Background: an optimization exercise with open tools, aiming at a short achievable clock period and few clock cycles. Do not read the settings as production practice.
RTL that was checked went through simulation tests only; none was proved equivalent to the original.
Only the layout flow was run in run 2; the RTL was not checked for function there.
Power figures rest on the tool's default switching activity, not on a simulated workload.

==> flow/design.v <==
`timescale 1ns / 1ps
module projectCPU2022(
  clk,
  rst,
  wrEn,
  data_fromRAM,
  addr_toRAM,
  data_toRAM
);
input clk, rst;
input wire [15:0] data_fromRAM;
output wire [15:0] data_toRAM;
output wire wrEn;
output wire [12:0] addr_toRAM;
localparam LB = 6;             
localparam N  = 1 << LB;
localparam TB = 13 - LB;       
localparam K  = 32;            
localparam OP_ADD = 3'd0, OP_NOR = 3'd1, OP_SRL = 3'd2, OP_RRL = 3'd3,
           OP_CMP = 3'd4, OP_BZ = 3'd5, OP_CP2W = 3'd6, OP_CPFW = 3'd7;
reg [15:0] W;
reg        dv;         
reg [12:0] dpc;
reg [15:0] dins;
reg        dopv;       
reg [15:0] dopval;
reg        mv;         
reg [2:0]  mop;
reg [12:0] mpc;
reg [12:0] mea;
reg        mind;
reg        mmem;       
reg [15:0] mval;
reg        m_st;       
reg        m_st4;      
reg        ev;         
reg [2:0]  eop;
reg [12:0] epc;
reg [12:0] eea;
reg        eind;
reg        emem;       
reg [15:0] eval;
reg        e_st;       
reg        e_st4;      
reg        e_bz;       
reg        e_bzm;      
reg        e_bzz;      
reg        m_wmod, m_cp2w_c;    
reg        e_wmod, e_cp2w_c;    
reg        q_we;       
reg [12:0] q_a;
reg [15:0] q_d;
reg        q_fetch;
reg        a_v;        
reg        a_fetch;
reg [12:0] a_a;
reg        a_fw;       
reg [15:0] a_fwd;
reg        s0v, s1v;   
reg [12:0] s0a, s1a;
reg [15:0] s0d, s1d;
reg        lsv;        
reg [12:0] lsa;
reg [15:0] lsd;
reg        pv;         
reg [12:0] pa;
reg [15:0] pd;
reg [12:0] fpc;        
reg [12:0] fa;         
reg [12:0] fa1;        
reg        fa_miss;    
reg [N-1:0] fpc_oh;
reg [N-1:0] fa1_oh;
reg [N-1:0] mval_oh;
reg [N-1:0] eval_oh;
reg [12:0] sh4;        
reg        sh4v;
reg [N-1:0]     lv;
reg [N*TB-1:0]  ltag;
reg [N*16-1:0]  lins;
reg [N-1:0]     lopv;
reg [N*16-1:0]  lopval;
function [N-1:0] dec;
  input [LB-1:0] i;
  begin
    dec = {{(N-1){1'b0}}, 1'b1} << i;
  end
endfunction
function [N-1:0] rotl;
  input [N-1:0] x;
  begin
    rotl = {x[N-2:0], x[N-1]};
  end
endfunction
assign addr_toRAM = q_a;
assign wrEn       = q_we;
assign data_toRAM = q_d;
wire [15:0] v = emem ? data_fromRAM : eval;
wire        sleft = |v[15:4];
wire [3:0]  sa    = v[3:0];
wire [31:0] rr2   = {W, W} >> sa;
wire [31:0] rl2   = {W, W} << sa;
reg  [15:0] alu;
always @(*) begin
  case (eop)
    OP_ADD:  alu = W + v;
    OP_NOR:  alu = ~(W | v);
    OP_SRL:  alu = sleft ? (W << sa) : (W >> sa);
    OP_RRL:  alu = sleft ? rl2[31:16] : rr2[15:0];
    OP_CMP:  alu = (W < v) ? 16'hFFFF : ((W == v) ? 16'h0000 : 16'h0001);
    OP_CP2W: alu = v;
    default: alu = W;
  endcase
end
wire taken = e_bzz || (e_bzm && (data_fromRAM == 16'h0000));
wire [12:0] epc1 = epc + 13'd1;
wire [2:0]  dop  = dins[15:13];
wire [12:0] dA   = dins[12:0];
wire        dind = (dA == 13'd0);
wire [12:0] sh4_f  = e_st4 ? W[12:0] : sh4;
wire        sh4v_f = sh4v | e_st4;
wire [12:0] dea_f  = dind ? sh4_f : dA;
wire        dea_ok = !dind || sh4v_f;
wire fwdE  = e_st && (eea == dea_f);
wire fwdL  = lsv && (lsa == dea_f);
wire fwdS1 = s1v && (s1a == dea_f);
wire fwdS0 = s0v && (s0a == dea_f);
wire        dopv_e   = (!dind && dopv) || (dea_ok && (fwdE || fwdL || fwdS1 || fwdS0));
wire [15:0] dopval_e = fwdE ? W : (fwdL ? lsd : (fwdS1 ? s1d : (fwdS0 ? s0d : dopval)));
wire hazM = m_st && ((mea == dea_f) || (dind && m_st4));
wire d_want = dv && !hazM && (dop != OP_CPFW) && !dopv_e && dea_ok;
wire d_read = d_want && !s1v;
wire wr_now = s0v && (s1v || !d_want);
wire rd4_busy = (!q_we && q_a == 13'd4) || (a_v && a_a == 13'd4);
wire d_rd4  = dv && dind && !sh4v_f && !hazM && !wr_now && !rd4_busy;
wire dgo    = dv && !hazM && ((dop == OP_CPFW) ? dea_ok : (dopv_e || d_read));
wire wknown   = m_cp2w_c || (!m_wmod && (e_cp2w_c || !e_wmod));
wire [12:0] tgt = e_bz ? W[12:0] :
                  (m_cp2w_c ? mval[12:0] : (e_cp2w_c ? eval[12:0] : W[12:0]));
wire flush = e_st && ((mv && eea == mpc) || (dv && eea == dpc) || (eea == fpc) || (eea == tgt));
wire squash = taken || flush;             
wire dbz  = dv && (dop == OP_BZ) && dopv_e && wknown && !e_bz && !hazM;
wire d_tk = dbz && (dopval_e == 16'h0000) && !flush;
wire [N-1:0] w_oh   = dec(W[LB-1:0]);
wire [N-1:0] tgt_oh = e_bz ? w_oh :
                      (m_cp2w_c ? mval_oh : (e_cp2w_c ? eval_oh : w_oh));
reg [15:0] r1ins, r1opval, r2ins, r2opval;
reg [TB-1:0] r1tag, r2tag, r3tag;
reg r1v, r1opv, r2v, r2opv, r3v;
integer ri;
always @(*) begin
  r1ins = 16'd0; r1opval = 16'd0; r1tag = {TB{1'b0}}; r1v = 1'b0; r1opv = 1'b0;
  r2ins = 16'd0; r2opval = 16'd0; r2tag = {TB{1'b0}}; r2v = 1'b0; r2opv = 1'b0;
  r3tag = {TB{1'b0}}; r3v = 1'b0;
  for (ri = 0; ri < N; ri = ri + 1) begin
    r1ins   = r1ins   | (lins[ri*16 +: 16]   & {16{fpc_oh[ri]}});
    r1opval = r1opval | (lopval[ri*16 +: 16] & {16{fpc_oh[ri]}});
    r1tag   = r1tag   | (ltag[ri*TB +: TB]   & {TB{fpc_oh[ri]}});
    r1v     = r1v     | (lv[ri]   & fpc_oh[ri]);
    r1opv   = r1opv   | (lopv[ri] & fpc_oh[ri]);
    r2ins   = r2ins   | (lins[ri*16 +: 16]   & {16{tgt_oh[ri]}});
    r2opval = r2opval | (lopval[ri*16 +: 16] & {16{tgt_oh[ri]}});
    r2tag   = r2tag   | (ltag[ri*TB +: TB]   & {TB{tgt_oh[ri]}});
    r2v     = r2v     | (lv[ri]   & tgt_oh[ri]);
    r2opv   = r2opv   | (lopv[ri] & tgt_oh[ri]);
    r3tag   = r3tag   | (ltag[ri*TB +: TB]   & {TB{fa1_oh[ri]}});
    r3v     = r3v     | (lv[ri]   & fa1_oh[ri]);
  end
end
wire r1hit = r1v && (r1tag == fpc[12:LB]);
wire r2hit = r2v && (r2tag == tgt[12:LB]);
wire r3hit = r3v && (r3tag == fa1[12:LB]);
wire [15:0] rdata = (e_st && eea == a_a) ? W : (a_fw ? a_fwd : data_fromRAM);
wire        fill  = a_v && a_fetch;
wire        fb    = fill && (a_a == fpc);
wire [12:0] off = fa - fpc + 13'd1;
wire go_issue = fa_miss && !wr_now && !d_read && !d_rd4 && (off <= K);
wire can_adv  = (off < K) && (!fa_miss || go_issue);
reg [12:0] q_a_n;
always @(*) begin
  if (wr_now)      q_a_n = s0a;
  else if (d_read) q_a_n = dea_f;
  else if (d_rd4)  q_a_n = 13'd4;
  else             q_a_n = fa;
end
wire        bfwE  = e_st && (eea == q_a);
wire        bfw1  = s1v && (s1a == q_a);
wire        bfw0  = s0v && (s0a == q_a);
wire [12:0] fa_t = fa - tgt - 13'd1;
wire redirect = taken || d_tk;
wire fa_keep = r2hit && (fa_t < K - 1);
wire dfree = !dv || dgo;
wire fwant = dfree && !redirect && !flush;
wire snap  = fwant && !fb && !r1hit && !(fa == fpc && fa_miss);
always @(posedge clk) begin
  if (rst) begin
    W <= 16'd0;
    dv <= 1'b0;
    mv <= 1'b0; m_st <= 1'b0; m_st4 <= 1'b0; m_wmod <= 1'b0; m_cp2w_c <= 1'b0;
    ev <= 1'b0; e_st <= 1'b0; e_st4 <= 1'b0; e_bz <= 1'b0; e_bzm <= 1'b0; e_bzz <= 1'b0;
    e_wmod <= 1'b0; e_cp2w_c <= 1'b0;
    q_we <= 1'b0; q_a <= 13'd0; q_fetch <= 1'b1;    
    a_v <= 1'b0; a_fetch <= 1'b0;
    s0v <= 1'b0; s1v <= 1'b0;
    lsv <= 1'b0;
    pv <= 1'b0;
    fpc <= 13'd0;
    fa <= 13'd1;
    fa1 <= 13'd2;
    fpc_oh <= dec(0);
    fa1_oh <= dec(2);
    fa_miss <= 1'b1;
    sh4v <= 1'b0;
  end else begin
    if (ev) W <= alu;
    lsv <= e_st;
    lsa <= eea;
    lsd <= W;
    if (wr_now) begin
      if (s1v) begin
        s0a <= s1a; s0d <= s1d;
        if (e_st) begin s1a <= eea; s1d <= W; end
        else s1v <= 1'b0;
      end else if (e_st) begin
        s0a <= eea; s0d <= W;
      end else begin
        s0v <= 1'b0;
      end
    end else if (e_st) begin
      if (s0v) begin
        s1v <= 1'b1; s1a <= eea; s1d <= W;
      end else begin
        s0v <= 1'b1; s0a <= eea; s0d <= W;
      end
    end
    q_we    <= wr_now;
    q_a     <= q_a_n;
    q_d     <= s0d;
    q_fetch <= go_issue;
    a_v     <= !q_we;
    a_fetch <= q_fetch;
    a_a     <= q_a;
    a_fw    <= bfwE || bfw1 || bfw0;
    a_fwd   <= bfwE ? W : (bfw1 ? s1d : s0d);
    pv <= a_v;
    pa <= a_a;
    pd <= rdata;
    if (e_st4) begin
      sh4 <= W[12:0]; sh4v <= 1'b1;
    end else if (a_v && a_a == 13'd4) begin
      sh4 <= rdata[12:0]; sh4v <= 1'b1;
    end
    ev    <= mv && !squash;
    e_st  <= m_st && !squash;
    e_st4 <= m_st4 && !squash;
    e_bz  <= mv && (mop == OP_BZ) && !squash;
    e_bzm <= mv && (mop == OP_BZ) && mmem && !squash;
    e_bzz <= mv && (mop == OP_BZ) && !mmem && (mval == 16'h0000) && !squash;
    e_wmod   <= m_wmod && !squash;
    e_cp2w_c <= m_cp2w_c && !squash;
    eop   <= mop;
    epc   <= mpc;
    eea   <= mea;
    eind  <= mind;
    emem  <= mmem;
    eval  <= mval;
    eval_oh <= mval_oh;
    mv    <= dgo && !dbz && !squash;
    m_st  <= dgo && (dop == OP_CPFW) && !squash;
    m_st4 <= dgo && (dop == OP_CPFW) && (dea_f == 13'd4) && !squash;
    m_wmod   <= dgo && !dbz && (dop != OP_BZ) && (dop != OP_CPFW) && !squash;
    m_cp2w_c <= dgo && (dop == OP_CP2W) && dopv_e && !squash;
    mop   <= dop;
    mpc   <= dpc;
    mea   <= dea_f;
    mind  <= dind;
    mmem  <= !dopv_e;
    mval  <= dopval_e;
    mval_oh <= dec(dopval_e[LB-1:0]);
    if (redirect) begin
      dv     <= r2hit;
      dpc    <= tgt;
      dins   <= r2ins;
      dopv   <= r2opv;
      dopval <= r2opval;
      fpc    <= r2hit ? tgt + 13'd1 : tgt;
      fpc_oh <= r2hit ? rotl(tgt_oh) : tgt_oh;
    end else if (flush) begin
      dv  <= 1'b0;
      fpc <= epc1;
      fpc_oh <= dec(epc1[LB-1:0]);
    end else if (fwant) begin
      if (fb) begin
        dv     <= 1'b1;
        dins   <= rdata;
        dopv   <= 1'b0;
      end else begin
        dv     <= r1hit;
        dins   <= r1ins;
        dopv   <= r1opv;
        dopval <= r1opval;
      end
      dpc <= fpc;
      if (fb || r1hit) begin
        fpc <= fpc + 13'd1;
        fpc_oh <= rotl(fpc_oh);
      end
    end else begin
      dopv   <= !dind && dopv_e;
      dopval <= dopval_e;
    end
    if (redirect) begin
      if (!fa_keep) begin
        fa <= tgt; fa1 <= tgt + 13'd1; fa_miss <= !r2hit;
        fa1_oh <= rotl(tgt_oh);
      end
    end else if (flush) begin
      fa <= epc1; fa1 <= epc1 + 13'd1; fa_miss <= 1'b1;
      fa1_oh <= rotl(dec(epc1[LB-1:0]));
    end else if (snap) begin
      fa <= fpc; fa1 <= fpc + 13'd1; fa_miss <= 1'b1;
      fa1_oh <= rotl(fpc_oh);
    end else if (can_adv) begin
      fa <= fa1; fa1 <= fa1 + 13'd1; fa_miss <= !r3hit;
      fa1_oh <= rotl(fa1_oh);
    end else if (go_issue) begin
      fa_miss <= 1'b0;
    end
  end
end
genvar gi;
generate
  for (gi = 0; gi < N; gi = gi + 1) begin : line
    wire [LB-1:0] gidx = gi;
    wire [12:0] la = {ltag[gi*TB +: TB], gidx};
    wire [12:0] lA = lins[gi*16 +: 13];
    wire l_fill  = fill && (a_a[LB-1:0] == gidx);
    wire l_stins = e_st && lv[gi] && (la == eea);
    wire l_stop  = e_st && (lA == eea) && (lA != 13'd0);
    wire l_bc    = pv && (lA == pa) && (lA != 13'd0);
    always @(posedge clk) begin
      if (rst) begin
        lv[gi] <= 1'b0;
      end else if (l_fill) begin
        lv[gi] <= 1'b1;
        ltag[gi*TB +: TB] <= a_a[12:LB];
        lins[gi*16 +: 16] <= rdata;
        lopv[gi] <= 1'b0;
      end else if (l_stins) begin
        lins[gi*16 +: 16] <= W;
        lopv[gi] <= 1'b0;
      end else if (l_stop) begin
        lopv[gi] <= 1'b1;
        lopval[gi*16 +: 16] <= W;
      end else if (l_bc) begin
        lopv[gi] <= 1'b1;
        lopval[gi*16 +: 16] <= pd;
      end
    end
  end
endgenerate
endmodule
==> flow/run.sh <==
#!/bin/bash
# synth_recipe.tcl (not shown) runs the flow's synth.tcl, then flattens the netlist and writes it again
# the make line also repeats each setting of config.mk as NAME=value (left out here)
make -C /OpenROAD-flow-scripts/flow DESIGN_CONFIG=/design/flow/config.mk WORK_HOME=/design/flow/orfs CLKGATE_MAP_FILE= SYNTH_SCRIPT=/design/flow/synth_recipe.tcl finish
==> flow/config.mk <==
export PLATFORM = sky130hd
export DESIGN_NAME = projectCPU2022
export DESIGN_NICKNAME = projectCPU2022
export VERILOG_FILES = /design/flow/design.v
export SDC_FILE = /design/flow/constraint.sdc
export NUM_CORES = 4
export LEC_CHECK = 0
export ABC_CLOCK_PERIOD_IN_PS = 3000
export CAP_MARGIN = 20
export CORE_MARGIN = 2
export CORE_UTILIZATION = 55
export SETUP_SLACK_MARGIN = 2.5
export SLEW_MARGIN = 20
export TNS_END_PERCENT = 5
==> flow/constraint.sdc <==
create_clock -name core_clock -period 6.0 [get_ports {clk}]
set_input_delay 1.2000 -clock core_clock [delete_from_list [all_inputs] [get_ports {clk}]]
set_output_delay 1.2000 -clock core_clock [all_outputs]
set_load 0.01 [all_outputs]
==> results.sh, run 1 <==
export IMPL_status="did not finish"
export IMPL_grt_pass1_wl_um=2570000
export IMPL_ys_top_cells_by_area="edfxtp_1 (44%), o21ai_0 (5.8%), xor2_1 (5.8%), nand2_1 (4.9%), xnor2_1 (4.3%)"
export IMPL_syn_nets=21346
export IMPL_grt_max_degree=147
export IMPL_routabilityCongestion=1.56
export IMPL_io_pins=48
export IMPL_ys_seq_elements=3285
export IMPL_synth_edf_count=3001
export IMPL_syn_inst=21233
export IMPL_cts_root_buf="clkbuf_16"
export IMPL_htree_num_levels=5
export IMPL_dpl_cell_area_sq_um=218000
export IMPL_ys_flop_type="edfxtp_1"
export IMPL_error="[ERROR GRT-0116] Global routing finished with congestion. Check the congestion regions in the DRC Viewer."
export IMPL_yosysMostFrequentCell="edfxtp_1"
export IMPL_synthDistinctLibCells=94
export IMPL_netlist_area_leader_share=0.439
export IMPL_ys_async_sr_fraction=0
export IMPL_ys_warnings_count=1
export IMPL_cts_made_buffers=364
export IMPL_clock_sinks=3285
export IMPL_io_buffer_count=47
export IMPL_cts_path_max_buffers=4
export IMPL_grt_pass1_vias=253314
export IMPL_die_height_um=615
export IMPL_hpwlAfterDp_um=1170000
export IMPL_grt_total_usage=0.978
export IMPL_die_width_um=615
export IMPL_cts_hold_buf=0
export IMPL_ys_seq_area_frac=0.467
export IMPL_yosys_top_cells_count="edfxtp_1 (3001), nand2_1 (2698), o21ai_0 (2393)"
export IMPL_overflow=14235
export IMPL_synth_area_sq_um=205000
export IMPL_stop_stage="global routing"
export IMPL_rows=224
export IMPL_yosys_area_top_type="edfxtp_1"
export IMPL_avgSynthCellArea_sq_um=9.66
export IMPL_placedCellCount=25425
export IMPL_start_util=0.552
## metal layers
layer	overflow	track usage
met4	3091	0.969
met1	1950	0.965
met3	1938	0.926
met2	6977	1.06
met5	279	0.809
## power by group through the flow
| stage | clock network, uW | registers, uW | logic, uW |
|---|---|---|---|
| 2_1_floorplan | 0 | 25800 | 3120 |
| 3_3_place_gp | 0 | 26000 | 5190 |
| 3_5_place_dp | 0 | 26000 | 5290 |
| 4_1_cts | 23200 | 25500 | 5570 |
## repair_timing
item                       in CTS
setup endpoints to repair    4781
resized for setup             282
hold endpoints to repair        0
buffers inserted              173
pin swaps                      98
gates cloned                   29
## stage by stage
step                      hold WS, ns  power (uW)  setup WS, ns
after floorplan                 0.414       28900         0.858
after global placement          0.433       31200        -0.318
after detailed placement        0.432       31300        0.0315
after CTS                       0.444       54300         0.814
## worst max path at each step
stage                         from         end  depth (start not counted)
after global placement    m_cp2w_c   fa1_oh[7]                         18
after CTS                    e_st4  fa1_oh[46]                         23
after detailed placement   dins[2]  fa1_oh[49]                         18
after floorplan              e_st4     dins[0]                         20
## logic make-up after synthesis
family,Yosys count,synth area share
DFF,3285,0.467
buffers and inverters,2474,0.0460
and+or+nand+nor,6326,0.150
xor gates and xnor gates,2344,0.100
adders and majority gates,95,0.00591
AOI/OAI and AO/OA,6436,0.217
muxes,273,0.0138
Testbench counts, summed over its fixed seeds: cycles 421,754.
==> run 2, diff against run 1 <==
--- a/flow/design.v
+++ b/flow/design.v
@@ -22,6 +22,7 @@
 reg        dv;         
 reg [12:0] dpc;
 reg [15:0] dins;
+reg        dind;       
 reg        dopv;       
 reg [15:0] dopval;
 reg        mv;         
@@ -43,6 +44,7 @@
 reg        e_st;       
 reg        e_st4;      
 reg        e_bz;       
+reg        e_add, e_nor, e_srl, e_rrl, e_cmp, e_cp2w, e_alu;    
 reg        e_bzm;      
 reg        e_bzz;      
 reg        m_wmod, m_cp2w_c;    
@@ -78,6 +80,7 @@
 reg [N-1:0]     lv;
 reg [N*TB-1:0]  ltag;
 reg [N*16-1:0]  lins;
+reg [N-1:0]     lind;     
 reg [N-1:0]     lopv;
 reg [N*16-1:0]  lopval;
 function [N-1:0] dec;
@@ -100,23 +103,40 @@
 wire [3:0]  sa    = v[3:0];
 wire [31:0] rr2   = {W, W} >> sa;
 wire [31:0] rl2   = {W, W} << sa;
-reg  [15:0] alu;
-always @(*) begin
-  case (eop)
-    OP_ADD:  alu = W + v;
-    OP_NOR:  alu = ~(W | v);
-    OP_SRL:  alu = sleft ? (W << sa) : (W >> sa);
-    OP_RRL:  alu = sleft ? rl2[31:16] : rr2[15:0];
-    OP_CMP:  alu = (W < v) ? 16'hFFFF : ((W == v) ? 16'h0000 : 16'h0001);
-    OP_CP2W: alu = v;
-    default: alu = W;
-  endcase
-end
+wire [15:0] shl   = W << sa;
+wire [15:0] shr   = W >> sa;
+wire [15:0] ag0 = W & v;
+wire [15:0] ap0 = W ^ v;
+wire [15:0] ag1 = ag0 | (ap0 & {ag0[14:0], 1'b0});
+wire [15:0] ap1 = ap0 & {ap0[14:0], 1'b0};
+wire [15:0] ag2 = ag1 | (ap1 & {ag1[13:0], 2'b0});
+wire [15:0] ap2 = ap1 & {ap1[13:0], 2'b0};
+wire [15:0] ag3 = ag2 | (ap2 & {ag2[11:0], 4'b0});
+wire [15:0] ap3 = ap2 & {ap2[11:0], 4'b0};
+wire [15:0] ag4 = ag3 | (ap3 & {ag3[7:0], 8'b0});
+wire [15:0] sum = ap0 ^ {ag4[14:0], 1'b0};
+wire [15:0] cg0 = W & ~v;
+wire [15:0] cp0 = ~ap0;
+wire [15:0] cg1 = cg0 | (cp0 & {cg0[14:0], 1'b0});
+wire [15:0] cp1 = cp0 & {cp0[14:0], 1'b0};
+wire [15:0] cg2 = cg1 | (cp1 & {cg1[13:0], 2'b0});
+wire [15:0] cp2 = cp1 & {cp1[13:0], 2'b0};
+wire [15:0] cg3 = cg2 | (cp2 & {cg2[11:0], 4'b0});
+wire [15:0] cp3 = cp2 & {cp2[11:0], 4'b0};
+wire        wgt = cg3[15] | (cp3[15] & cg3[7]);
+wire        weq = (ap0 == 16'h0000);
+wire [15:0] cmpres = weq ? 16'h0000 : (wgt ? 16'h0001 : 16'hFFFF);
+wire [15:0] alu = ({16{e_add}}  & sum) |
+                  ({16{e_nor}}  & ~(W | v)) |
+                  ({16{e_srl}}  & (sleft ? shl : shr)) |
+                  ({16{e_rrl}}  & (sleft ? rl2[31:16] : rr2[15:0])) |
+                  ({16{e_cmp}}  & cmpres) |
+                  ({16{e_cp2w}} & v) |
+                  ({16{!e_alu}} & W);
 wire taken = e_bzz || (e_bzm && (data_fromRAM == 16'h0000));
 wire [12:0] epc1 = epc + 13'd1;
 wire [2:0]  dop  = dins[15:13];
 wire [12:0] dA   = dins[12:0];
-wire        dind = (dA == 13'd0);
 wire [12:0] sh4_f  = e_st4 ? W[12:0] : sh4;
 wire        sh4v_f = sh4v | e_st4;
 wire [12:0] dea_f  = dind ? sh4_f : dA;
@@ -146,12 +166,12 @@
                       (m_cp2w_c ? mval_oh : (e_cp2w_c ? eval_oh : w_oh));
 reg [15:0] r1ins, r1opval, r2ins, r2opval;
 reg [TB-1:0] r1tag, r2tag, r3tag;
-reg r1v, r1opv, r2v, r2opv, r3v;
+reg r1v, r1opv, r2v, r2opv, r3v, r1ind, r2ind;
 integer ri;
 always @(*) begin
   r1ins = 16'd0; r1opval = 16'd0; r1tag = {TB{1'b0}}; r1v = 1'b0; r1opv = 1'b0;
   r2ins = 16'd0; r2opval = 16'd0; r2tag = {TB{1'b0}}; r2v = 1'b0; r2opv = 1'b0;
-  r3tag = {TB{1'b0}}; r3v = 1'b0;
+  r3tag = {TB{1'b0}}; r3v = 1'b0; r1ind = 1'b0; r2ind = 1'b0;
   for (ri = 0; ri < N; ri = ri + 1) begin
     r1ins   = r1ins   | (lins[ri*16 +: 16]   & {16{fpc_oh[ri]}});
     r1opval = r1opval | (lopval[ri*16 +: 16] & {16{fpc_oh[ri]}});
@@ -165,6 +185,8 @@
     r2opv   = r2opv   | (lopv[ri] & tgt_oh[ri]);
     r3tag   = r3tag   | (ltag[ri*TB +: TB]   & {TB{fa1_oh[ri]}});
     r3v     = r3v     | (lv[ri]   & fa1_oh[ri]);
+    r1ind   = r1ind   | (lind[ri] & fpc_oh[ri]);
+    r2ind   = r2ind   | (lind[ri] & tgt_oh[ri]);
   end
 end
 wire r1hit = r1v && (r1tag == fpc[12:LB]);
@@ -199,6 +221,8 @@
     mv <= 1'b0; m_st <= 1'b0; m_st4 <= 1'b0; m_wmod <= 1'b0; m_cp2w_c <= 1'b0;
     ev <= 1'b0; e_st <= 1'b0; e_st4 <= 1'b0; e_bz <= 1'b0; e_bzm <= 1'b0; e_bzz <= 1'b0;
     e_wmod <= 1'b0; e_cp2w_c <= 1'b0;
+    e_add <= 1'b0; e_nor <= 1'b0; e_srl <= 1'b0; e_rrl <= 1'b0; e_cmp <= 1'b0;
+    e_cp2w <= 1'b0; e_alu <= 1'b0;
     q_we <= 1'b0; q_a <= 13'd0; q_fetch <= 1'b1;    
     a_v <= 1'b0; a_fetch <= 1'b0;
     s0v <= 1'b0; s1v <= 1'b0;
@@ -212,7 +236,7 @@
     fa_miss <= 1'b1;
     sh4v <= 1'b0;
   end else begin
-    if (ev) W <= alu;
+    W <= alu;
     lsv <= e_st;
     lsa <= eea;
     lsd <= W;
@@ -257,6 +281,13 @@
     e_bzm <= mv && (mop == OP_BZ) && mmem && !squash;
     e_bzz <= mv && (mop == OP_BZ) && !mmem && (mval == 16'h0000) && !squash;
     e_wmod   <= m_wmod && !squash;
+    e_alu    <= m_wmod && !squash;
+    e_add    <= mv && (mop == OP_ADD) && !squash;
+    e_nor    <= mv && (mop == OP_NOR) && !squash;
+    e_srl    <= mv && (mop == OP_SRL) && !squash;
+    e_rrl    <= mv && (mop == OP_RRL) && !squash;
+    e_cmp    <= mv && (mop == OP_CMP) && !squash;
+    e_cp2w   <= mv && (mop == OP_CP2W) && !squash;
     e_cp2w_c <= m_cp2w_c && !squash;
     eop   <= mop;
     epc   <= mpc;
@@ -281,6 +312,7 @@
       dv     <= r2hit;
       dpc    <= tgt;
       dins   <= r2ins;
+      dind   <= r2ind;
       dopv   <= r2opv;
       dopval <= r2opval;
       fpc    <= r2hit ? tgt + 13'd1 : tgt;
@@ -293,10 +325,12 @@
       if (fb) begin
         dv     <= 1'b1;
         dins   <= rdata;
+        dind   <= (rdata[12:0] == 13'd0);
         dopv   <= 1'b0;
       end else begin
         dv     <= r1hit;
         dins   <= r1ins;
+        dind   <= r1ind;
         dopv   <= r1opv;
         dopval <= r1opval;
       end
@@ -345,9 +379,11 @@
         lv[gi] <= 1'b1;
         ltag[gi*TB +: TB] <= a_a[12:LB];
         lins[gi*16 +: 16] <= rdata;
+        lind[gi] <= (rdata[12:0] == 13'd0);
         lopv[gi] <= 1'b0;
       end else if (l_stins) begin
         lins[gi*16 +: 16] <= W;
+        lind[gi] <= (W[12:0] == 13'd0);
         lopv[gi] <= 1'b0;
       end else if (l_stop) begin
         lopv[gi] <= 1'b1;
==> results.sh, run 2 <==
export IMPL_grt_max_degree=153
export IMPL_avgSynthCellArea_sq_um=9.69
export IMPL_ys_top_cells_by_area="edfxtp_1 (45%), o21ai_0 (5.8%), xor2_1 (5.6%), nand2_1 (4.9%), xnor2_1 (4.5%)"
export IMPL_grt_pass1_vias=259737
export IMPL_grt_total_usage=0.997
export IMPL_rows=225
export IMPL_netlist_area_leader_share=0.445
export IMPL_die_height_um=617
export IMPL_cts_path_max_buffers=4
export IMPL_ys_async_sr_fraction=0
export IMPL_grt_pass1_wl_um=2630000
export IMPL_dpl_cell_area_sq_um=219000
export IMPL_yosys_area_top_type="edfxtp_1"
export IMPL_htree_num_levels=5
export IMPL_overflow=15811
export IMPL_ys_warnings_count=1
export IMPL_ys_seq_area_frac=0.473
export IMPL_io_pins=48
export IMPL_synthDistinctLibCells=93
export IMPL_clock_sinks=3352
export IMPL_cts_made_buffers=368
export IMPL_ys_flop_type="edfxtp_1"
export IMPL_synth_area_sq_um=207000
export IMPL_ys_seq_elements=3352
export IMPL_hpwlAfterDp_um=1190000
export IMPL_yosysMostFrequentCell="edfxtp_1"
export IMPL_syn_nets=21444
export IMPL_syn_inst=21332
export IMPL_io_buffer_count=47
export IMPL_start_util=0.551
export IMPL_synth_edf_count=3063
export IMPL_cts_root_buf="clkbuf_16"
export IMPL_stop_stage="global routing"
export IMPL_yosys_top_cells_count="edfxtp_1 (3063), nand2_1 (2707), o21ai_0 (2396)"
export IMPL_routabilityCongestion=1.45
export IMPL_cts_hold_buf=0
export IMPL_error="[ERROR GRT-0116] Global routing finished with congestion. Check the congestion regions in the DRC Viewer."
export IMPL_status="did not finish"
export IMPL_die_width_um=617
[run 2: cell types whose count changed after synthesis, moves of 43 or more]
cell      previous run  this run
clkbuf_1          1760      1705
a21oi_1            396       451
o21a_1              79         9
a22o_1             933       787
edfxtp_1          3001      3063
nor2b_1             96        31
xnor2_1            997      1068
a32o_1              75         7
o221ai_1            67         9
a22oi_1            779      1146
a221oi_1           939       806
and3_1             100       149
nand2b_1            89        46
[run 2: power groups by stage]
stage | sequential, uW | combinational (uW) | clock [uW]
3_3_place_gp | 26600 | 7520 | 0
2_1_floorplan | 26300 | 4710 | 0
4_1_cts | 26100 | 8670 | 24300
3_5_place_dp | 26600 | 7630 | 0
[run 2: how the worst max path moves through the flow]
stage | from | to | slack [ns] | cells past startpoint
2_1_floorplan | dind | dind | 1.02 | 18
3_3_place_gp | W[3] | dopval[9] | 0.05 | 11
3_5_place_dp | e_st4 | dopv | 0.11 | 16
4_1_cts | e_st4 | fa1_oh[32] | 1.01 | 19
[run 2: layer usage]
metal  GRT overflow  global-route usage
met1           1790               0.973
met5            235               0.849
met3           1911               0.943
met4           3752                1.00
met2           8123                1.08
[run 2: cells by family after synthesis]
logic type      count (synthesis)  share of synthesized area
mux                           255                     0.0131
flops                        3352                      0.473
xor+xnor                     2401                      0.102
simple gates                 6353                      0.149
buf+inv                      2439                     0.0449
compound gates               6438                      0.212
fa+ha+maj                      94                    0.00580
[run 2: metrics by stage]
stage / instances / power, uW / worst slack (ns)
floorplan: 21332 / 31000 / 1.02
global placement: 25446 / 34100 / 0.0466
detailed placement: 25453 / 34300 / 0.114
CTS: 26495 / 59100 / 1.01
[run 2: timing repair]
item | CTS
gates cloned | 66
resized for setup | 482
pin swaps | 118
setup endpoints to repair | 5027
hold endpoints to repair | 0
setup buffers | 291
==> run 3, diff against run 2 <==
--- a/flow/design.v
+++ b/flow/design.v
@@ -95,6 +95,25 @@
     rotl = {x[N-2:0], x[N-1]};
   end
 endfunction
+function [12:0] padd13;
+  input [12:0] a;
+  input [12:0] b;
+  reg [12:0] g, p, g2, p2;
+  integer k, d;
+  begin
+    g = a & b;
+    p = a ^ b;
+    for (d = 1; d < 13; d = d * 2) begin
+      g2 = g; p2 = p;
+      for (k = d; k < 13; k = k + 1) begin
+        g2[k] = g[k] | (p[k] & g[k-d]);
+        p2[k] = p[k] & p[k-d];
+      end
+      g = g2; p = p2;
+    end
+    padd13 = (a ^ b) ^ {g[11:0], 1'b0};
+  end
+endfunction
 assign addr_toRAM = q_a;
 assign wrEn       = q_we;
 assign data_toRAM = q_d;
@@ -137,22 +156,20 @@
 wire [12:0] epc1 = epc + 13'd1;
 wire [2:0]  dop  = dins[15:13];
 wire [12:0] dA   = dins[12:0];
-wire [12:0] sh4_f  = e_st4 ? W[12:0] : sh4;
-wire        sh4v_f = sh4v | e_st4;
-wire [12:0] dea_f  = dind ? sh4_f : dA;
-wire        dea_ok = !dind || sh4v_f;
-wire fwdE  = e_st && (eea == dea_f);
-wire fwdL  = lsv && (lsa == dea_f);
-wire fwdS1 = s1v && (s1a == dea_f);
-wire fwdS0 = s0v && (s0a == dea_f);
+wire [12:0] dea_f  = dind ? sh4 : dA;
+wire        dea_ok = !dind || sh4v;
+wire fwdE  = e_st && (dind ? (eea == sh4) : (eea == dA));
+wire fwdL  = lsv  && (dind ? (lsa == sh4) : (lsa == dA));
+wire fwdS1 = s1v  && (dind ? (s1a == sh4) : (s1a == dA));
+wire fwdS0 = s0v  && (dind ? (s0a == sh4) : (s0a == dA));
 wire        dopv_e   = (!dind && dopv) || (dea_ok && (fwdE || fwdL || fwdS1 || fwdS0));
 wire [15:0] dopval_e = fwdE ? W : (fwdL ? lsd : (fwdS1 ? s1d : (fwdS0 ? s0d : dopval)));
-wire hazM = m_st && ((mea == dea_f) || (dind && m_st4));
+wire hazM = (m_st && (dind ? (m_st4 || mea == sh4) : (mea == dA))) || (dind && e_st4);
 wire d_want = dv && !hazM && (dop != OP_CPFW) && !dopv_e && dea_ok;
 wire d_read = d_want && !s1v;
 wire wr_now = s0v && (s1v || !d_want);
 wire rd4_busy = (!q_we && q_a == 13'd4) || (a_v && a_a == 13'd4);
-wire d_rd4  = dv && dind && !sh4v_f && !hazM && !wr_now && !rd4_busy;
+wire d_rd4  = dv && dind && !sh4v && !hazM && !wr_now && !rd4_busy;
 wire dgo    = dv && !hazM && ((dop == OP_CPFW) ? dea_ok : (dopv_e || d_read));
 wire wknown   = m_cp2w_c || (!m_wmod && (e_cp2w_c || !e_wmod));
 wire [12:0] tgt = e_bz ? W[12:0] :
@@ -195,9 +212,12 @@
 wire [15:0] rdata = (e_st && eea == a_a) ? W : (a_fw ? a_fwd : data_fromRAM);
 wire        fill  = a_v && a_fetch;
 wire        fb    = fill && (a_a == fpc);
-wire [12:0] off = fa - fpc + 13'd1;
-wire go_issue = fa_miss && !wr_now && !d_read && !d_rd4 && (off <= K);
-wire can_adv  = (off < K) && (!fa_miss || go_issue);
+wire [12:0] fdist  = padd13(fa, ~fpc);                
+wire        fd_neg = (fdist[12:1] == 12'hFFF);        
+wire        in_win = fd_neg || (fdist <= K - 2);
+wire        in_win1 = fd_neg || (fdist <= K - 3);
+wire go_issue = fa_miss && !wr_now && !d_read && !d_rd4 && in_win;
+wire can_adv  = in_win1 && (!fa_miss || go_issue);
 reg [12:0] q_a_n;
 always @(*) begin
   if (wr_now)      q_a_n = s0a;
@@ -208,7 +228,7 @@
 wire        bfwE  = e_st && (eea == q_a);
 wire        bfw1  = s1v && (s1a == q_a);
 wire        bfw0  = s0v && (s0a == q_a);
-wire [12:0] fa_t = fa - tgt - 13'd1;
+wire [12:0] fa_t = padd13(fa, ~tgt);                 
 wire redirect = taken || d_tk;
 wire fa_keep = r2hit && (fa_t < K - 1);
 wire dfree = !dv || dgo;
--- a/flow/config.mk
+++ b/flow/config.mk
@@ -8,7 +8,7 @@
 export ABC_CLOCK_PERIOD_IN_PS = 3000
 export CAP_MARGIN = 20
 export CORE_MARGIN = 2
-export CORE_UTILIZATION = 55
+export CORE_UTILIZATION = 32
 export SETUP_SLACK_MARGIN = 2.5
 export SLEW_MARGIN = 20
 export TNS_END_PERCENT = 5
==> results.sh, run 3 <==
export IMPL_syn_nets=21647
export IMPL_yosysMostFrequentCell="edfxtp_1"
export IMPL_die_height_um=809
export IMPL_synthDistinctLibCells=102
export IMPL_netlist_area_leader_share=0.444
export IMPL_cts_path_max_buffers=4
export IMPL_start_util=0.321
export IMPL_grt_max_degree=145
export IMPL_synth_area_sq_um=207000
export IMPL_ys_top_cells_by_area="edfxtp_1 (44%), xor2_1 (6.0%), o21ai_0 (5.9%), nand2_1 (5.0%), a22oi_1 (4.5%)"
export IMPL_grt_total_usage=0.770
export IMPL_dpl_cell_area_sq_um=234000
export IMPL_grt_pass1_vias=248401
export IMPL_overflow=20
export IMPL_yosys_area_top_type="edfxtp_1"
export IMPL_grt_pass1_wl_um=3260000
export IMPL_io_buffer_count=47
export IMPL_yosys_top_cells_count="edfxtp_1 (3063), nand2_1 (2735), o21ai_0 (2431)"
export IMPL_cts_hold_buf=0
export IMPL_io_pins=48
export IMPL_ys_flop_type="edfxtp_1"
export IMPL_htree_num_levels=5
export IMPL_rows=295
export IMPL_die_width_um=809
export IMPL_cts_made_buffers=414
export IMPL_stop_stage="global routing"
export IMPL_ys_async_sr_fraction=0
export IMPL_synth_edf_count=3063
export IMPL_status="did not finish"
export IMPL_avgSynthCellArea_sq_um=9.62
export IMPL_clock_sinks=3352
export IMPL_ys_warnings_count=1
export IMPL_cts_root_buf="clkbuf_16"
export IMPL_ys_seq_area_frac=0.471
export IMPL_ys_seq_elements=3352
export IMPL_hpwlAfterDp_um=1720000
export IMPL_error="[ERROR GRT-0116] Global routing finished with congestion. Check the congestion regions in the DRC Viewer."
export IMPL_syn_inst=21545
export IMPL_routabilityCongestion=1.33
==> run 3: changes by cell type after synthesis, sizes merged, moves of 76 or more <==
cell,previous run,this run
a22oi,1146,1231
xnor2,1068,979
nand3,332,425
a211oi,144,58
xor2,1333,1431
nor2,815,996
a21oi,453,377
==> run 3: repair_timing <==
action / 4_1_cts
resized for setup: 244
buffers inserted: 73
endpoints found under the setup margin: 4659
pin swaps: 64
cloned: 13
==> run 3: cells by family after synthesis <==
kind of cell / count (synthesis) / share of synthesized area
fa+ha+maj: 84 / 0.00518
mux: 202 / 0.0104
flops: 3352 / 0.471
xor+xnor: 2410 / 0.102
buf+inv: 2389 / 0.0442
simple gates: 6776 / 0.159
compound gates: 6332 / 0.208
==> run 3: how the worst max path moves through the flow <==
stage            endpoint  slack [ns]
4_1_cts             fa[4]        0.65
3_5_place_dp   fa1_oh[17]       -0.88
3_3_place_gp      dins[9]       -1.07
2_1_floorplan   fa1_oh[3]        1.27
==> run 3: power groups by stage <==
stage / combinational (uW) / clock [uW] / sequential (uW)
detailed placement: 8000 / 0 / 26900
global placement: 8120 / 0 / 27000
CTS: 8850 / 26400 / 26400
floorplan: 4300 / 0 / 26300
==> run 3: per-layer routing <==
layer,overflow,global-route usage
met1,0,0.791
met2,7,0.889
met3,10,0.646
met4,3,0.731
met5,0,0.471
==> run 3: per-stage QoR <==
step           setup TNS (ns)  power [uW]  std cells  setup WS [ns]
2_1_floorplan               0       30600      21545           1.27
3_3_place_gp          -101.68       35100      30227          -1.07
3_5_place_dp           -91.24       34900      30255         -0.881
4_1_cts                     0       61700      31106          0.655
Testbench counts of run 3, summed over its fixed seeds: cycles 422,570.
==> run 4, diff against run 3 <==
--- a/flow/config.mk
+++ b/flow/config.mk
@@ -8,7 +8,7 @@
 export ABC_CLOCK_PERIOD_IN_PS = 3000
 export CAP_MARGIN = 20
 export CORE_MARGIN = 2
-export CORE_UTILIZATION = 32
+export CORE_UTILIZATION = 40
 export SETUP_SLACK_MARGIN = 2.5
 export SLEW_MARGIN = 20
 export TNS_END_PERCENT = 5
==> results.sh, run 4 <==
export IMPL_htree_num_levels=5
export IMPL_cts_made_buffers=389
export IMPL_yosys_top_cells_count="edfxtp_1 (3063), nand2_1 (2735), o21ai_0 (2431)"
export IMPL_status="did not finish"
export IMPL_io_buffer_count=47
export IMPL_error="[ERROR GRT-0116] Global routing finished with congestion. Check the congestion regions in the DRC Viewer."
export IMPL_ys_seq_elements=3352
export IMPL_grt_pass1_wl_um=3150000
export IMPL_stop_stage="global routing"
export IMPL_ys_seq_area_frac=0.471
export IMPL_grt_total_usage=0.894
export IMPL_dpl_cell_area_sq_um=227000
export IMPL_ys_async_sr_fraction=0
export IMPL_clock_sinks=3352
export IMPL_syn_nets=21647
export IMPL_synth_area_sq_um=207000
export IMPL_io_pins=48
export IMPL_yosysMostFrequentCell="edfxtp_1"
export IMPL_placedCellCount=28074
export IMPL_ys_top_cells_by_area="edfxtp_1 (44%), xor2_1 (6.0%), o21ai_0 (5.9%), nand2_1 (5.0%), a22oi_1 (4.5%)"
export IMPL_synth_edf_count=3063
export IMPL_yosys_area_top_type="edfxtp_1"
export IMPL_cts_root_buf="clkbuf_16"
export IMPL_die_height_um=724
export IMPL_netlist_area_leader_share=0.444
export IMPL_hpwlAfterDp_um=1530000
export IMPL_routabilityCongestion=1.42
export IMPL_start_util=0.401
export IMPL_grt_pass1_vias=264398
export IMPL_rows=264
export IMPL_ys_warnings_count=1
export IMPL_cts_path_max_buffers=4
export IMPL_synthDistinctLibCells=102
export IMPL_syn_inst=21545
export IMPL_die_width_um=724
export IMPL_ys_flop_type="edfxtp_1"
export IMPL_overflow=2749
export IMPL_grt_max_degree=155
export IMPL_avgSynthCellArea_sq_um=9.62
-- run 4: cell counts after synthesis --
Identical to the previous run, type by type.
-- run 4: repair_timing --
item                                    4_1_cts
gates cloned                                 24
buffers inserted                            106
pin swaps                                    87
gates resized for setup                     286
endpoints found under the setup margin     4752
hold buffers                                  0
-- run 4: worst max-delay path by stage --
stage	endpoint	slack, ns	cells after the start
2_1_floorplan	fa1_oh[3]	1.27	29
3_3_place_gp	dins[2]	-3.99	12
3_5_place_dp	fa1[1]	-0.12	19
4_1_cts	fa1_oh[11]	0.85	23
-- run 4: logic make-up after synthesis --
group,synth area share
AO/OA/AOI/OAI,0.208
XOR/XNOR,0.102
adder cells (fa/ha/maj),0.00518
buffers and inverters,0.0442
flip-flops,0.471
multiplexers,0.0104
AND/OR/NAND/NOR,0.159
-- run 4: per-layer routing --
metal	GRT overflow	track usage
met1	359	0.908
met5	71	0.720
met4	850	0.848
met2	1013	0.954
met3	456	0.843
-- run 4: metrics by stage --
| stage | hold WS (ns) | setup TNS (ns) | worst slack [ns] | utilization |
|---|---|---|---|---|
| 2_1_floorplan | 0.414 | 0 | 1.27 | - |
| 3_3_place_gp | 0.434 | -28.93 | -3.99 | 0.437 |
| 3_5_place_dp | 0.438 | -1.53 | -0.117 | 0.439 |
| 4_1_cts | 0.455 | 0 | 0.845 | 0.470 |
-- run 4: power by group through the flow --
stage | Clock [uW] | Sequential [uW] | Combinational (uW)
3_3_place_gp | 0 | 26600 | 7960
4_1_cts | 25700 | 26100 | 8840
2_1_floorplan | 0 | 26300 | 4300
3_5_place_dp | 0 | 26500 | 7980
==> run 5, diff against run 4 <==
--- a/flow/design.v
+++ b/flow/design.v
@@ -230,7 +230,7 @@
 wire        bfw0  = s0v && (s0a == q_a);
 wire [12:0] fa_t = padd13(fa, ~tgt);                 
 wire redirect = taken || d_tk;
-wire fa_keep = r2hit && (fa_t < K - 1);
+wire fa_keep = (fa_t < K - 1);
 wire dfree = !dv || dgo;
 wire fwant = dfree && !redirect && !flush;
 wire snap  = fwant && !fb && !r1hit && !(fa == fpc && fa_miss);
@@ -365,7 +365,7 @@
     end
     if (redirect) begin
       if (!fa_keep) begin
-        fa <= tgt; fa1 <= tgt + 13'd1; fa_miss <= !r2hit;
+        fa <= tgt; fa1 <= tgt + 13'd1; fa_miss <= 1'b1;
         fa1_oh <= rotl(tgt_oh);
       end
     end else if (flush) begin
--- a/flow/config.mk
+++ b/flow/config.mk
@@ -8,7 +8,8 @@
 export ABC_CLOCK_PERIOD_IN_PS = 3000
 export CAP_MARGIN = 20
 export CORE_MARGIN = 2
-export CORE_UTILIZATION = 40
+export CORE_UTILIZATION = 28
+export PLACE_DENSITY = 0.35
 export SETUP_SLACK_MARGIN = 2.5
 export SLEW_MARGIN = 20
 export TNS_END_PERCENT = 5
==> results.sh, run 5 <==
export IMPL_status="did not finish"
export IMPL_stop_stage="global routing"
export IMPL_error="[ERROR GRT-0116] Global routing finished with congestion. Check the congestion regions in the DRC Viewer."
export IMPL_yosys_area_top_type="edfxtp_1"
export IMPL_avgSynthCellArea_sq_um=9.72
export IMPL_rows=314
export IMPL_hpwlAfterDp_um=1860000
export IMPL_ys_seq_elements=3352
export IMPL_synth_edf_count=3063
export IMPL_io_buffer_count=47
export IMPL_grt_pass1_wl_um=3290000
export IMPL_synth_area_sq_um=206000
export IMPL_syn_nets=21249
export IMPL_grt_pass1_vias=234205
export IMPL_ys_async_sr_fraction=0
export IMPL_netlist_area_leader_share=0.447
export IMPL_yosysMostFrequentCell="edfxtp_1"
export IMPL_synthDistinctLibCells=92
export IMPL_ys_top_cells_by_area="edfxtp_1 (45%), o21ai_0 (5.8%), xor2_1 (5.6%), nand2_1 (4.9%), xnor2_1 (4.6%)"
export IMPL_ys_warnings_count=1
export IMPL_syn_inst=21147
export IMPL_grt_total_usage=0.708
export IMPL_routabilityCongestion=1.19
export IMPL_start_util=0.281
export IMPL_dpl_cell_area_sq_um=234000
export IMPL_cts_root_buf="clkbuf_16"
export IMPL_die_height_um=861
export IMPL_grt_max_degree=131
export IMPL_cts_hold_buf=0
export IMPL_cts_path_max_buffers=4
export IMPL_clock_sinks=3352
export IMPL_htree_num_levels=5
export IMPL_yosys_top_cells_count="edfxtp_1 (3063), nand2_1 (2704), o21ai_0 (2394)"
export IMPL_io_pins=48
export IMPL_ys_seq_area_frac=0.475
export IMPL_die_width_um=861
export IMPL_cts_made_buffers=427
export IMPL_ys_flop_type="edfxtp_1"
export IMPL_overflow=8
==> run 5: cell families after synthesis <==
family | Yosys count | share of synthesized area
AND/OR/NAND/NOR | 6531 | 0.155
AO/OA/AOI/OAI | 6216 | 0.208
flip-flops | 3352 | 0.475
XOR/XNOR | 2409 | 0.103
buffers and inverters | 2349 | 0.0434
multiplexers | 206 | 0.0107
adder cells (fa/ha/maj) | 84 | 0.00522
==> run 5: worst min-delay path by stage <==
stage | from | endpoint
floorplan | q_fetch | a_fetch
global placement | mval_oh[14] | eval_oh[14]
detailed placement | mval[15] | eval[15]
CTS | mval_oh[6] | eval_oh[6]
==> run 5: through the flow <==
step	std cells	utilization	setup slack (ns)	TNS, ns
floorplan	21147	-	1.35	0
global placement	30993	0.319	-0.384	-2.40
CTS	32133	0.348	0.955	0
detailed placement	31019	0.320	-0.187	-0.289
==> run 5: per-layer routing <==
metal  GRT usage  overflow
met5       0.307         0
met4       0.651         6
met3       0.559         2
met2       0.840         0
met1       0.749         0
==> run 5: repair_timing <==
item | in CTS
endpoints found under the setup margin | 4904
endpoints found under the hold margin | 0
buffers inserted | 270
cloned | 46
gates resized for setup | 454
pin swaps | 112
==> run 5: power by group through the flow <==
stage | Clock (uW) | Combinational [uW] | Sequential [uW]
floorplan | 0 | 2680 | 26100
global placement | 0 | 5320 | 26300
detailed placement | 0 | 5360 | 26300
CTS | 28200 | 6610 | 25800
Testbench counts of run 5, summed over its fixed seeds: cycles 423,439.
==> run 6, diff against run 5 <==
--- a/flow/design.v
+++ b/flow/design.v
@@ -12,10 +12,10 @@
 output wire [15:0] data_toRAM;
 output wire wrEn;
 output wire [12:0] addr_toRAM;
-localparam LB = 6;             
+localparam LB = 5;             
 localparam N  = 1 << LB;
 localparam TB = 13 - LB;       
-localparam K  = 32;            
+localparam K  = 24;            
 localparam OP_ADD = 3'd0, OP_NOR = 3'd1, OP_SRL = 3'd2, OP_RRL = 3'd3,
            OP_CMP = 3'd4, OP_BZ = 3'd5, OP_CP2W = 3'd6, OP_CPFW = 3'd7;
 reg [15:0] W;
--- a/flow/config.mk
+++ b/flow/config.mk
@@ -8,8 +8,8 @@
 export ABC_CLOCK_PERIOD_IN_PS = 3000
 export CAP_MARGIN = 20
 export CORE_MARGIN = 2
-export CORE_UTILIZATION = 28
-export PLACE_DENSITY = 0.35
+export CORE_UTILIZATION = 30
+export PLACE_DENSITY = 0.4
 export SETUP_SLACK_MARGIN = 2.5
 export SLEW_MARGIN = 20
 export TNS_END_PERCENT = 5
==> results.sh, run 6 <==
export IMPL_power_density_nw_per_um2=246
export IMPL_clock_sinks=1912
export IMPL_io_pins=48
export IMPL_synth_area_sq_um=118000
export IMPL_layout_commonest_cell="edfxtp_1"
export IMPL_max_stage_delay_ns=1.00
export IMPL_clk_latency_ns=1.03
export IMPL_drv_slew=0
export IMPL_ys_async_sr_fraction=0
export IMPL_netlist_area_leader_share=0.436
export IMPL_cts_path_max_buffers=4
export IMPL_start_kind="register"
export IMPL_end_kind="register"
export IMPL_placedCellCount=17116
export IMPL_cp_arrival_ns=5.77
export IMPL_syn_inst=12243
export IMPL_yosys_area_top_type="edfxtp_1"
export IMPL_rows=230
export IMPL_cts_tree="done"
export IMPL_die_width_um=632
export IMPL_topRoutingLayerUsed="met5"
export IMPL_num_vias=128023
export IMPL_io_buffer_count=47
export IMPL_finClkSkew_ns=0.0686
export IMPL_tightest_slew_ns=1.43
export IMPL_die_height_um=632
export IMPL_largest_registers="lins (512), lopval (512), ltag (256)"
export IMPL_wirelength_um=1020000
export IMPL_crit_chain="buf_4 > nor2b_1 > buf_4 > and2_1 > nand4_1 > nor2_1 > a21oi_1 > buf_4 > nor2_4 > buf_12"
export IMPL_die_area_sq_um=400000
export IMPL_p_leak_uw=0.0475
export IMPL_syn_nets=12345
export IMPL_yosysMostFrequentCell="edfxtp_1"
export IMPL_fin_util=0.364
export IMPL_crit_required_ns=6.67
export IMPL_crit_top_cell="buf_4"
export IMPL_overflow=0
export IMPL_rsz0062_at_grt="true"
export IMPL_hpwlAfterDp_um=691000
export IMPL_start_util=0.301
export IMPL_area_growth_pct=20.9
export IMPL_hold_class="reg2reg"
export IMPL_drt_pass1_iter_count=10
export IMPL_synth_edf_count=1719
export IMPL_fin_crit_ns=5.10
export IMPL_met3RoutedLength_um=141000
export IMPL_cts_root_buf="clkbuf_16"
export IMPL_grt_total_usage=0.490
export IMPL_finalHoldViolCount=0
export IMPL_core_area_sq_um=393000
export IMPL_yosys_top_cells_count="edfxtp_1 (1719), nand2_1 (1548), o21ai_0 (1247)"
export IMPL_dr_wl_met2_um=400000
export IMPL_antenna_found_initial=140
export IMPL_layout_common_cells="edfxtp_1 (1719), nand2_1 (1532), o21ai_0 (1236), a22oi_1 (806), buf_4 (801)"
export IMPL_ys_flop_type="edfxtp_1"
export IMPL_setup_slack_ns=0.902
export IMPL_ys_seq_area_frac=0.469
export IMPL_min_period_over_period=0.850
export IMPL_clk_pin_slew_ns=0.06
export IMPL_critical_path_class="reg2reg"
export IMPL_peakVddDrop_mv=0.259
export IMPL_htree_num_levels=4
export IMPL_cap_viol_max_count=0
export IMPL_status="finished clean"
export IMPL_drc=0
export IMPL_max_freq_mhz=196
export IMPL_avgSynthCellArea_sq_um=9.67
export IMPL_drt_met1_wl_um=377000
export IMPL_drtIter0Drc=25652
export IMPL_slew_headroom=0.0391
export IMPL_synthDistinctLibCells=98
export IMPL_grt_pass1_wl_um=1280000
export IMPL_cts_made_buffers=239
export IMPL_ant_nets=0
export IMPL_cp_max_fo=16
export IMPL_ys_warnings_count=1
export IMPL_ys_top_cells_by_area="edfxtp_1 (44%), o21ai_0 (5.3%), xnor2_1 (5.2%), a22oi_1 (5.1%), xor2_1 (5.1%)"
export IMPL_fin_setup_tns_ns=0
export IMPL_drive_gt1_frac=0.163
export IMPL_grt_max_degree=102
export IMPL_grt_pass1_vias=115466
export IMPL_nets=12525
export IMPL_ys_seq_elements=1912
export IMPL_fin_cells=17938
export IMPL_via_per_inst=7.14
export IMPL_routabilityCongestion=1.09
export IMPL_wire_per_inst_um=56.7
export IMPL_dp_slack_ns=0.205
export IMPL_setup_viol=0
export IMPL_cp_slowest_cell="nor2b_1"
[run 6: cell count changes after synthesis, sizes merged, moves of 288 or more]
cell / previous run / this run
nand4: 774 / 486
a221oi: 901 / 288
a22o: 873 / 279
nor4: 624 / 301
xnor2: 1090 / 699
nand2: 2704 / 1548
clkbuf: 1695 / 904
xor2: 1319 / 686
o21ai: 2407 / 1262
edfxtp: 3063 / 1719
[run 6: critical path: cells and delay by family (launching register included)]
kind	cells	cell delay, ns
AO/OA/AOI/OAI	1	0.20
flip-flops	1	0.40
AND/OR/NAND/NOR	5	2.91
buffers and inverters	4	1.16
[run 6: timing repair]
action                                  4_1_cts  5_1_grt
gates resized for setup                     288      155
hold buffers                                  0        0
setup buffers                               171       69
endpoints found under the setup margin     2526     2554
pin swaps                                    85       35
cloned                                       22       11
[run 6: logic make-up after synthesis]
| logic type | count (synthesis) | share of synthesized area |
|---|---|---|
| compound gates | 3535 | 0.202 |
| xor+xnor | 1385 | 0.103 |
| fa+ha+maj | 84 | 0.00907 |
| buf+inv | 1317 | 0.0427 |
| flops | 1912 | 0.469 |
| mux | 198 | 0.0183 |
| simple gates | 3812 | 0.157 |
[run 6: metal layers]
layer  vias to the layer above  track usage
met2                     12618        0.676
met3                      3748        0.201
li1                      46994            -
met5                         -      0.00121
met4                        58        0.383
met1                     64605        0.600
[run 6: metrics by stage]
stage | power (uW) | hold slack (ns) | cell area [sq um]
after floorplan | 17300 | 0.414 | 118000
final | 35100 | 0.456 | 143000
after global routing | 35600 | 0.460 | 143000
after detailed placement | 19100 | 0.438 | 130000
after global placement | 19100 | 0.433 | 129000
after CTS | 34600 | 0.443 | 141000
[run 6: worst paths after layout]
path / start / endpoint / slack, ns / depth (start not counted)
hold / removal: mval_oh[6] / eval_oh[6] / 0.46 / 0
hold reg to reg: mval_oh[6] / eval_oh[6] / 0.46 / 0
setup / recovery: eea[3] / lins[141] / 0.90 / 10
setup reg to reg: eea[3] / lins[141] / 0.90 / 10
[run 6: final cells by class]
cell class	count	area, sq um
Clock inverter	140	1470
Timing Repair Buffer	1119	11600
Fill cell	39225	250000
Antenna cell	90	225
Multi-Input combinational cell	9015	60600
Sequential cell	1912	55700
Inverter	136	522
Tap cell	5220	6530
Clock buffer	306	6460
[run 6: where the power goes]
| part | total [uW] | internal (uW) | switching [uW] |
|---|---|---|---|
| Combinational | 4610 | 1630 | 2980 |
| Sequential | 15100 | 14600 | 434 |
| Clock | 15400 | 8610 | 6820 |
| Total | 35100 | 24900 | 10200 |
Testbench counts of run 6, summed over its fixed seeds: cycles 510,979.
==> run 7, diff against run 6 <==
--- a/flow/design.v
+++ b/flow/design.v
@@ -12,10 +12,10 @@
 output wire [15:0] data_toRAM;
 output wire wrEn;
 output wire [12:0] addr_toRAM;
-localparam LB = 5;             
+localparam LB = 4;             
 localparam N  = 1 << LB;
 localparam TB = 13 - LB;       
-localparam K  = 24;            
+localparam K  = 8;            
 localparam OP_ADD = 3'd0, OP_NOR = 3'd1, OP_SRL = 3'd2, OP_RRL = 3'd3,
            OP_CMP = 3'd4, OP_BZ = 3'd5, OP_CP2W = 3'd6, OP_CPFW = 3'd7;
 reg [15:0] W;
--- a/flow/config.mk
+++ b/flow/config.mk
@@ -8,8 +8,8 @@
 export ABC_CLOCK_PERIOD_IN_PS = 3000
 export CAP_MARGIN = 20
 export CORE_MARGIN = 2
-export CORE_UTILIZATION = 30
-export PLACE_DENSITY = 0.4
+export CORE_UTILIZATION = 35
+export PLACE_DENSITY = 0.5
 export SETUP_SLACK_MARGIN = 2.5
 export SLEW_MARGIN = 20
 export TNS_END_PERCENT = 5
==> results.sh, run 7 <==
export IMPL_status="finished clean"
export IMPL_drc=0
export IMPL_reg2reg_depth=20
export IMPL_rsz0062_at_grt="true"
export IMPL_yosys_area_top_type="edfxtp_1"
export IMPL_synth_xor_area_frac=0.105
export IMPL_area_growth_pct=18.4
export IMPL_synth_top_family_by_area="compound AO/OA/AOI/OAI gates"
export IMPL_htree_num_levels=4
export IMPL_grt_total_usage=0.399
export IMPL_avgSynthCellArea_sq_um=9.90
export IMPL_clk_latency_ns=0.86
export IMPL_max_freq_mhz=209
export IMPL_ys_seq_elements=1176
export IMPL_p_leak_uw=0.0286
export IMPL_ys_warnings_count=1
export IMPL_yosys_top_cells_count="edfxtp_1 (1031), nand2_1 (771), o21ai_0 (699)"
export IMPL_cp_max_fo=8
export IMPL_fin_util=0.418
export IMPL_cp_arrival_ns=5.35
export IMPL_crit_chain="buf_6 > buf_16 > mux2i_4 > buf_12 > xnor2_1 > nor4_1 > nand2_1 > buf_6 > o41a_4 > o21ai_2 > o21ai_2 > nor4_4 > and4_4 > a21oi_4 > buf_12 > buf_6 > buf_12 > buf_16 > nor3_4 > a21oi_2"
export IMPL_synth_compound_area_frac=0.200
export IMPL_fin_setup_tns_ns=0
export IMPL_finClkSkew_ns=0.0594
export IMPL_clk_pin_slew_ns=0.06
export IMPL_wirelength_um=435000
export IMPL_die_area_sq_um=210000
export IMPL_drt_pass1_iter_count=7
export IMPL_crit_required_ns=6.56
export IMPL_setup_viol=0
export IMPL_antenna_found_initial=26
export IMPL_holdPathStages=0
export IMPL_start_util=0.353
export IMPL_ys_flop_type="edfxtp_1"
export IMPL_ys_top_cells_by_area="edfxtp_1 (43%), xnor2_1 (6.7%), o21ai_0 (4.8%), dfxtp_1 (4.0%), nand2_1 (4.0%)"
export IMPL_die_width_um=459
export IMPL_layout_common_cells="edfxtp_1 (1031), nand2_1 (762), o21ai_0 (672), xnor2_1 (538), buf_4 (427)"
export IMPL_drv_slew=0
export IMPL_cp_slowest_cell="o41a_4"
export IMPL_end_kind="register"
export IMPL_layout_commonest_cell="edfxtp_1"
export IMPL_die_height_um=459
export IMPL_ant_nets=0
export IMPL_r2r_start="dind"
export IMPL_largest_registers="lins (256), lopval (256), ltag (144)"
export IMPL_setup_slack_ns=1.21
export IMPL_io_pins=48
export IMPL_wire_per_inst_um=42.7
export IMPL_finalHoldViolCount=0
export IMPL_synth_edf_count=1031
export IMPL_min_period_over_period=0.798
export IMPL_tightest_slew_ns=1.31
export IMPL_cts_tree="done"
export IMPL_worstHoldStart="mval[14]"
export IMPL_syn_nets=7408
export IMPL_path_buf_inv=8
export IMPL_routabilityCongestion=1.05
export IMPL_cp_depth=20
export IMPL_drtIter0Drc=12696
export IMPL_ys_async_sr_fraction=0
export IMPL_cts_root_buf="clkbuf_16"
export IMPL_drive_gt1_frac=0.158
export IMPL_power_density_nw_per_um2=287
export IMPL_max_stage_delay_ns=0.50
export IMPL_num_vias=70451
export IMPL_synth_area_sq_um=72300
export IMPL_grt_pass1_vias=65259
export IMPL_syn_inst=7306
export IMPL_start_kind="register"
export IMPL_overflow=0
export IMPL_rows=166
export IMPL_nets=7481
export IMPL_cts_path_max_buffers=3
export IMPL_netlist_area_leader_share=0.428
export IMPL_fin_hold_ws_ns=0.453
export IMPL_hold_class="reg2reg"
export IMPL_dp_slack_ns=0.493
export IMPL_synthDistinctLibCells=91
export IMPL_hpwlAfterDp_um=279000
export IMPL_fin_crit_ns=4.79
export IMPL_grt_pass1_wl_um=580000
export IMPL_core_area_sq_um=205000
export IMPL_cp_top_family="simple AND/OR/NAND/NOR gates"
export IMPL_cap_viol_max_count=0
export IMPL_muxShareOfSynthArea=0.0295
export IMPL_ys_seq_area_frac=0.468
export IMPL_clock_sinks=1176
export IMPL_cts_made_buffers=145
export IMPL_synth_simple_area_share=0.139
export IMPL_grt_max_degree=84
export IMPL_critical_path_class="reg2reg"
export IMPL_yosysMostFrequentCell="edfxtp_1"
export IMPL_slew_headroom=0.123
export IMPL_crit_path_start="dind"
export IMPL_synthAdderAreaFrac=0.0148
export IMPL_io_buffer_count=47
export IMPL_peakVddDrop_mv=0.325
export IMPL_fill_cells=19459
export IMPL_via_per_inst=6.91
[run 7: final cells by class]
| cell class | count | area (sq um) | area share |
|---|---|---|---|
| Tap cell | 2688 | 3360 | 0.0393 |
| Antenna cell | 12 | 30.0 | 0.000351 |
| Sequential cell | 1176 | 33900 | 0.396 |
| Multi-Input combinational cell | 5333 | 37200 | 0.434 |
| Inverter | 121 | 467 | 0.00545 |
| Clock buffer | 177 | 3830 | 0.0447 |
| Clock inverter | 82 | 881 | 0.0103 |
| Timing Repair Buffer | 602 | 6000 | 0.0700 |
[run 7: cell families after synthesis]
kind of cell	count (synthesis)
multiplexers	194
AO/OA/AOI/OAI	2091
AND/OR/NAND/NOR	2088
buffers and inverters	804
XOR/XNOR	869
adder cells (fa/ha/maj)	84
flip-flops	1176
[run 7: per-stage QoR]
step | cells | instance area, sq um | total power (uW)
floorplan | 7306 | 72600 | 12700
global placement | 9687 | 76700 | 14400
detailed placement | 9688 | 76800 | 14400
CTS | 10133 | 84800 | 24100
global route | 10180 | 85600 | 25200
finish | 10191 | 85600 | 24600
[run 7: path summary, 6_finish.rpt]
path               end  slack (ns)
max          dopval[3]        1.21
min           eval[14]        0.45
max reg2reg  dopval[3]        1.21
min reg2reg   eval[14]        0.45
[run 7: routing by layer]
| layer | global-route usage | vias to the layer above | wire, um |
|---|---|---|---|
| li1 | - | 27845 | - |
| met1 | 0.501 | 34505 | 161000 |
| met2 | 0.584 | 6212 | 181000 |
| met3 | 0.123 | 1871 | 55300 |
| met4 | 0.280 | 18 | 38100 |
| met5 | 0.000459 | - | 163 |
[run 7: power by group]
group | switching (uW) | leakage (uW) | internal (uW)
logic | 3380 | 0.0156 | 2450
clock network | 3940 | 0.00228 | 5140
registers | 579 | 0.0108 | 9130
[run 7: repair_timing]
action	in CTS	in global routing
cloned	26	8
pin swaps	93	35
setup endpoints to repair	1022	1170
setup buffers	160	35
hold buffers	0	0
gates resized for setup	239	71
hold endpoints to repair	0	0
Testbench counts of run 7, summed over its fixed seeds: cycles 740,909.

[afterwards: timing with drivers on the ports]
The results above use ideal ports. As a check the final layouts listed here were re-extracted and re-timed, cells and wires unchanged. Step 1: set_driving_cell puts a clkbuf_16 on clk and a buf_2 on each other input, an assumption about the parent block. Step 2 moves the port delays by t, midway between the first and last clock arrival at a register: inputs arrive t later, outputs are due t later. That takes back most of the time a late clock gives input paths. a / b / c = ideal / step 1 / step 2; a / b = the first two.
run	t (ns)	setup WS [ns]	clock arrival spread, ns	worst data-port slew with drivers (ns)
run 6	1.120	0.902 / 0.902 / 0.638	0.071 / 0.071	0.06
run 7	0.924	1.214 / 1.214 / 0.762	0.062 / 0.063	0.04
After both steps setup and hold are still met in every run listed. The setup slack of run 7, which loses most, moves by 0.000 ns with the drivers and by -0.452 ns with both steps.
